Source: an optimization exercise on an open RTL-to-GDS flow (aim: small area and a short achievable clock period). Production flows keep margins and buffers that such runs may drop.
In this exercise RTL edits were held to simulation tests only and were not proved equivalent to the original.
Power and IR drop assume default switching activity.

job 302:
==> flow/design.v (excerpt) <==
module Convolution_with_pipeline(clk, rst_n, in_valid, weight_valid, In_IFM_1, In_IFM_2, In_IFM_3, In_IFM_4, In_IFM_5, In_IFM_6, In_IFM_7, In_IFM_8, In_IFM_9, In_Weight_1, In_Weight_2, In_Weight_3, In_Weight_4, In_Weight_5, In_Weight_6, In_Weight_7, In_Weight_8, In_Weight_9, out_valid, Out_OFM);
Settings: LEC_CHECK=0, CAP_MARGIN=20, CORE_MARGIN=2, CORE_UTILIZATION=60, PLACE_DENSITY=0.75, SETUP_SLACK_MARGIN=2.0, SLEW_MARGIN=20, SYNTH_HIERARCHICAL=1, TNS_END_PERCENT=5; clock period 5.0 ns.
standard.sh (not shown) runs the stock make flow with config.mk's settings and CLKGATE_MAP_FILE= SYNTH_SCRIPT=/design/flow/synth_recipe.tcl, a recipe that flattens the netlist after the stock synthesis.
==> flow/flow/run.sh <==
#!/bin/bash
# The standard layout, with plain buffers on the ports instead of the
# delay cells buffer_ports picks by default. Each tool's log stays in orfs/logs;
# make's own output goes to standard.log.
set -euo pipefail
export BUFFER_PORTS_ARGS="-buffer_cell sky130_fd_sc_hd__buf_2"
export CTS_ARGS="-sink_clustering_enable -repair_clock_nets -dont_use_dummy_load -sink_clustering_size 12 -sink_clustering_max_diameter 60 -buf_list sky130_fd_sc_hd__clkbuf_8"
bash standard.sh > standard.log 2>&1
Job 302 reached the final stage; the timing, design-rule and antenna checks on its layout passed.
[inputs] job 9836 vs job 302
Settings: SETUP_SLACK_MARGIN changed from 2.0 to 2.3; CORE_UTILIZATION changed from 60 to 40; TNS_END_PERCENT removed (was 5); PLACE_DENSITY removed (was 0.75).
==> flow/run.sh (new file) <==
#!/bin/bash
# synth_recipe.tcl (not shown) runs the flow's synth.tcl, then flattens the netlist and writes it again
# the make line also repeats each setting of config.mk as NAME=value (left out here)
make -C /OpenROAD-flow-scripts/flow DESIGN_CONFIG=/design/flow/config.mk WORK_HOME=/design/flow/orfs CLKGATE_MAP_FILE= SYNTH_SCRIPT=/design/flow/synth_recipe.tcl finish
removed: flow/flow/run.sh
removed: flow/standard.sh
### Flow results
Looking only at routed length on met3, and setting everything else aside, the lower value of job 9836 and job 302 goes to job 302.
In job 9836, count of cells resized by post-cts repair is higher than in job 302.
Job 302 has a higher total iterations of the first detailed-routing run than job 9836.
Compared with job 302, tapcell count in job 9836 increased by more than half.
Comparing job 9836 and job 302, final clock period utilization by the worst path is higher on job 302.
Job 9836 vs. job 302: part of the total power dissipated in the clock network went up by 5.5 points.
Job 302 ended up with fewer cell instances than job 9836 did.
#### Input delta (job 2209 over job 9836)
Settings: swapping 40 for 60 in CORE_UTILIZATION; swapping 2.3 for 2.1 in SETUP_SLACK_MARGIN; putting PLACE_DENSITY at 0.75 where nothing was set.
==> flow/flow/run.sh (new file) <==
#!/bin/bash
# The standard layout, with plain buffers on the ports instead of the
# delay cells buffer_ports picks by default. Each tool's log stays in orfs/logs;
# make's own output goes to standard.log.
set -euo pipefail
export BUFFER_PORTS_ARGS="-buffer_cell sky130_fd_sc_hd__buf_1"
export CTS_ARGS="-sink_clustering_enable -repair_clock_nets -dont_use_dummy_load -sink_clustering_size 20 -sink_clustering_max_diameter 100"
bash standard.sh > standard.log 2>&1
==> flow/standard.sh (new file) <==
#!/bin/bash
# synth_recipe.tcl (not shown) runs the flow's synth.tcl, then flattens the netlist and writes it again
# the make line also repeats each setting of config.mk as NAME=value (left out here)
make -C /OpenROAD-flow-scripts/flow DESIGN_CONFIG=/design/flow/config.mk WORK_HOME=/design/flow/orfs CLKGATE_MAP_FILE= SYNTH_SCRIPT=/design/flow/synth_recipe.tcl "${@:-finish}"
removed: flow/run.sh
## What came out
Changes observed in job 2209 relative to job 9836: total power per unit cell area higher, worst-margin pin slew shows a reduction of 0.11 ns, area overhead of the layout relative to synthesis shrank by 17 points, setup slack of the critical path after layout now sits lower, part of the power in the clock network decreased by 6.1 points relative to the old numbers. Total power down about 11% in job 2209 wrt job 9836.
[inputs] job 706 vs job 2209
Settings: CTS_BUF_LIST: unset -> sky130_fd_sc_hd__clkbuf_8; CTS_CLUSTER_SIZE: unset -> 30; CORE_UTILIZATION: 60 -> 40; SETUP_SLACK_MARGIN: 2.1 -> 2.3; PLACE_DENSITY: 0.75 -> unset.
==> flow/flow/run.sh <==
#!/bin/bash
# The standard layout, with plain buffers on the ports instead of the
# delay cells buffer_ports picks by default. Each tool's log stays in orfs/logs;
# make's own output goes to standard.log.
set -euo pipefail
export BUFFER_PORTS_ARGS="-buffer_cell sky130_fd_sc_hd__buf_2"
bash standard.sh > standard.log 2>&1
Notes after the runs:
From job 2209 to job 706 the numbers moved as follows: global-route wire length before repair rose by about 7%; design area higher; worst setup slack now larger; logic depth of the worst path, buffers included grew by 3; first-pass detailed-route iteration total saw a decrease.
Between job 2209 and job 706, routed wire length increased.
Looking only at clock group share of total power, and setting everything else aside, the higher value of job 2209 and job 706 goes to job 706.
Job 706 ended up with sky130_fd_sc_hd__fa_2 as its worst-path cell with the longest stage delay; job 2209 ended up with sky130_fd_sc_hd__buf_1.
Status | job 2209 and job 706 | clean
Comparing the two runs side by side, job 706 comes out behind job 2209 on total power consumption of the routed design.
Modified inputs, job 5977 compared to job 706
Settings: SETUP_SLACK_MARGIN changed from 2.3 to 2.0; PLACE_DENSITY newly set to 0.8; CORE_UTILIZATION changed from 40 to 65; CTS_BUF_LIST removed (was sky130_fd_sc_hd__clkbuf_8); CTS_CLUSTER_SIZE removed (was 30).
-- flow/flow/run.sh --
<<< job 706, line 6
export BUFFER_PORTS_ARGS="-buffer_cell sky130_fd_sc_hd__buf_2"
bash standard.sh > standard.log 2>&1
>>> job 5977, line 6
export BUFFER_PORTS_ARGS="-buffer_cell sky130_fd_sc_hd__buf_2"
export CTS_ARGS="-sink_clustering_enable -repair_clock_nets -dont_use_dummy_load -sink_clustering_size 12 -sink_clustering_max_diameter 60 -buf_list sky130_fd_sc_hd__clkbuf_8"
bash standard.sh > standard.log 2>&1
Notes after the runs:
- Job 5977 vs job 706 on final critical-path share of the clock period: job 5977 is the higher one.
- The synthesis-to-layout area growth of job 5977 is lower than that of job 706.
- When job 5977 is set beside job 706, its wire length of the first global-routing pass turns out to be 16 mm smaller.
- Power share of the combinational group for job 5977: 3.3 points up relative to job 706
- The clock skew number comes out higher for job 706 vs job 5977.
- Looking at leakage power across job 706 and job 5977, the one that comes out higher is job 706.
- The run showing the smaller via count of the routed design is job 5977.
- Looking at instance area after placement across job 706 and job 5977, the one that comes out higher is job 706.
- Going from job 706 to job 5977, the portion of the layout cell area used by non-clock buffers was found to have gone down by 1.2 points.
- Lower sequential cell area share goes to job 706 over job 5977.
- Job 5977 ended up with a higher global-route usage than job 706 did.
Edits applied to the flow inputs when going from job 5977 to job 2157:
Settings: changing PLACE_DENSITY from 0.8 to 0.75; changing CORE_UTILIZATION from 65 to 60.
Findings:
Delta (job 2157 minus job 5977): design area flat, critical path depth flat, overall fraction of global-route tracks in use down 2.8 points, detailed placer's ending HPWL up about 0.37%, power attributed to the clock group flat. Taking job 5977 as the reference, in job 2157 core occupancy in the finished layout moved down, die footprint +8.1%, peak clock frequency supported by timing up 2.1%, initial core utilization shows a reduction of 4.4 points.


Convolution_with_pipeline again, from the RTL that the note above started with.
Settings: LEC_CHECK=0, CAP_MARGIN=20, CORE_MARGIN=2, CORE_UTILIZATION=60, PLACE_DENSITY=0.75, SETUP_SLACK_MARGIN=2.1, SLEW_MARGIN=20, SYNTH_HIERARCHICAL=1, TNS_END_PERCENT=20; clock period 5.0 ns.
==> flow/flow/run.sh <==
#!/bin/bash
# The standard layout, with plain buffers on the ports instead of the
# delay cells buffer_ports picks by default. Each tool's log stays in orfs/logs;
# make's own output goes to standard.log.
set -euo pipefail
export BUFFER_PORTS_ARGS="-buffer_cell sky130_fd_sc_hd__buf_2"
export CTS_ARGS="-sink_clustering_enable -repair_clock_nets -dont_use_dummy_load -sink_clustering_size 12 -sink_clustering_max_diameter 60 -buf_list sky130_fd_sc_hd__clkbuf_8"
bash standard.sh > standard.log 2>&1
The starting point completed with no timing, DRC or antenna violations.
==> next run, changes <==
--- a/flow/flow/run.sh
+++ b/flow/flow/run.sh
@@ -7 +7 @@
-export CTS_ARGS="-sink_clustering_enable -repair_clock_nets -dont_use_dummy_load -sink_clustering_size 12 -sink_clustering_max_diameter 60 -buf_list sky130_fd_sc_hd__clkbuf_8"
+export CTS_ARGS="-sink_clustering_enable -repair_clock_nets -dont_use_dummy_load -sink_clustering_size 20 -sink_clustering_max_diameter 100"
Settings changed: SETUP_SLACK_MARGIN 2.1 to 2.2, TNS_END_PERCENT 20 to default.
Routed wire length grows by roughly a tenth.
Combinational power rises by roughly a tenth.
Total power is higher by a few percent.
Die area does not change.
Final area came out higher by a few percent.
==> next run, changes <==
--- a/flow/flow/run.sh
+++ b/flow/flow/run.sh
@@ -7 +7 @@
-export CTS_ARGS="-sink_clustering_enable -repair_clock_nets -dont_use_dummy_load -sink_clustering_size 20 -sink_clustering_max_diameter 100"
+export CTS_ARGS="-sink_clustering_enable -repair_clock_nets -dont_use_dummy_load -sink_clustering_size 30 -sink_clustering_max_diameter 150"
Settings changed: CORE_UTILIZATION 60 to 40, PLACE_DENSITY 0.75 to default, SETUP_SLACK_MARGIN 2.2 to 2.1.
Outcome:
- clock skew goes up by 0.0097 ns
- power goes down by a few percent
- synthesized area does not change
- worst setup slack loses 0.042 ns
- cell area goes up slightly
- critical path depth goes up by 1
- via count goes down by a few percent
- worst hold slack loses 0.010 ns
==> next run, changes <==
--- a/flow/flow/run.sh
+++ b/flow/flow/run.sh
@@ -7 +7 @@
-export CTS_ARGS="-sink_clustering_enable -repair_clock_nets -dont_use_dummy_load -sink_clustering_size 30 -sink_clustering_max_diameter 150"
+export CTS_ARGS="-sink_clustering_enable -repair_clock_nets -dont_use_dummy_load -sink_clustering_size 20 -sink_clustering_max_diameter 100"
Settings changed: CORE_UTILIZATION 40 to 50, PLACE_DENSITY from default to 0.7.
Outcome: The changed run passed the timing, design-rule and antenna checks. Final cell count came out lower by a few percent. Worst setup slack is better by 0.050 ns. Count of clock-buffer cells in the layout is higher by 6. Total power is higher slightly. Register-to-register slack is worse by 0.06 ns. Wire length is lower by a few percent. First-iteration DRC count increases by about a fifth.

[what the ideal ports hide]
In the flow no input, the clock included, has a driving cell. The finished layouts below were timed again as built, in two steps. Step 1 (the two cells are an assumption about what drives the block):
set clk [get_ports {clk}]
set_driving_cell -lib_cell sky130_fd_sc_hd__clkbuf_16 $clk
set_driving_cell -lib_cell sky130_fd_sc_hd__buf_2 [delete_from_list [all_inputs] $clk]
Step 2 adds t to the input delays and takes it off the output delays; t is the mean of the earliest and latest rising clock arrival at the registers after step 1. Input paths then give back, and output paths get back, about the clock's delay inside the block. Three values: ideal, step 1, step 2; two values: the first two.
| run | t, ns | setup WS [ns] | worst setup path at the end | latest minus earliest clock arrival (ns) |
|---|---|---|---|---|
| job 302 | 0.639 | 1.940 / 1.907 / 1.268 | input to register | 0.084 / 0.083 |
| job 9836 | 0.627 | 1.988 / 1.700 / 1.073 | input to register | 0.025 / 0.025 |
| job 2209 | 0.577 | 1.910 / 1.653 / 1.076 | input to register | 0.020 / 0.020 |
| job 706 | 0.724 | 2.095 / 1.758 / 1.035 | input to register | 0.046 / 0.047 |
| job 5977 | 0.587 | 1.982 / 1.921 / 1.335 | input to register | 0.039 / 0.039 |
| job 2157 | 0.637 | 2.044 / 1.939 / 1.302 | input to register | 0.057 / 0.056 |
| the first run of note 2 | 0.613 | 1.995 / 1.890 / 1.277 | input to register | 0.045 / 0.045 |
| the second run of note 2 | 0.576 | 2.015 / 1.666 / 1.090 | input to register | 0.027 / 0.028 |
| the third run of note 2 | 0.578 | 1.972 / 1.782 / 1.204 | input to register | 0.038 / 0.038 |
| the fourth run of note 2 | 0.578 | 2.023 / 1.789 / 1.212 | input to register | 0.041 / 0.041 |
After both steps setup and hold are still met in every run listed. For job 706, which loses most, drivers alone change the setup slack by -0.337 ns; drivers and shift together by -1.060 ns.
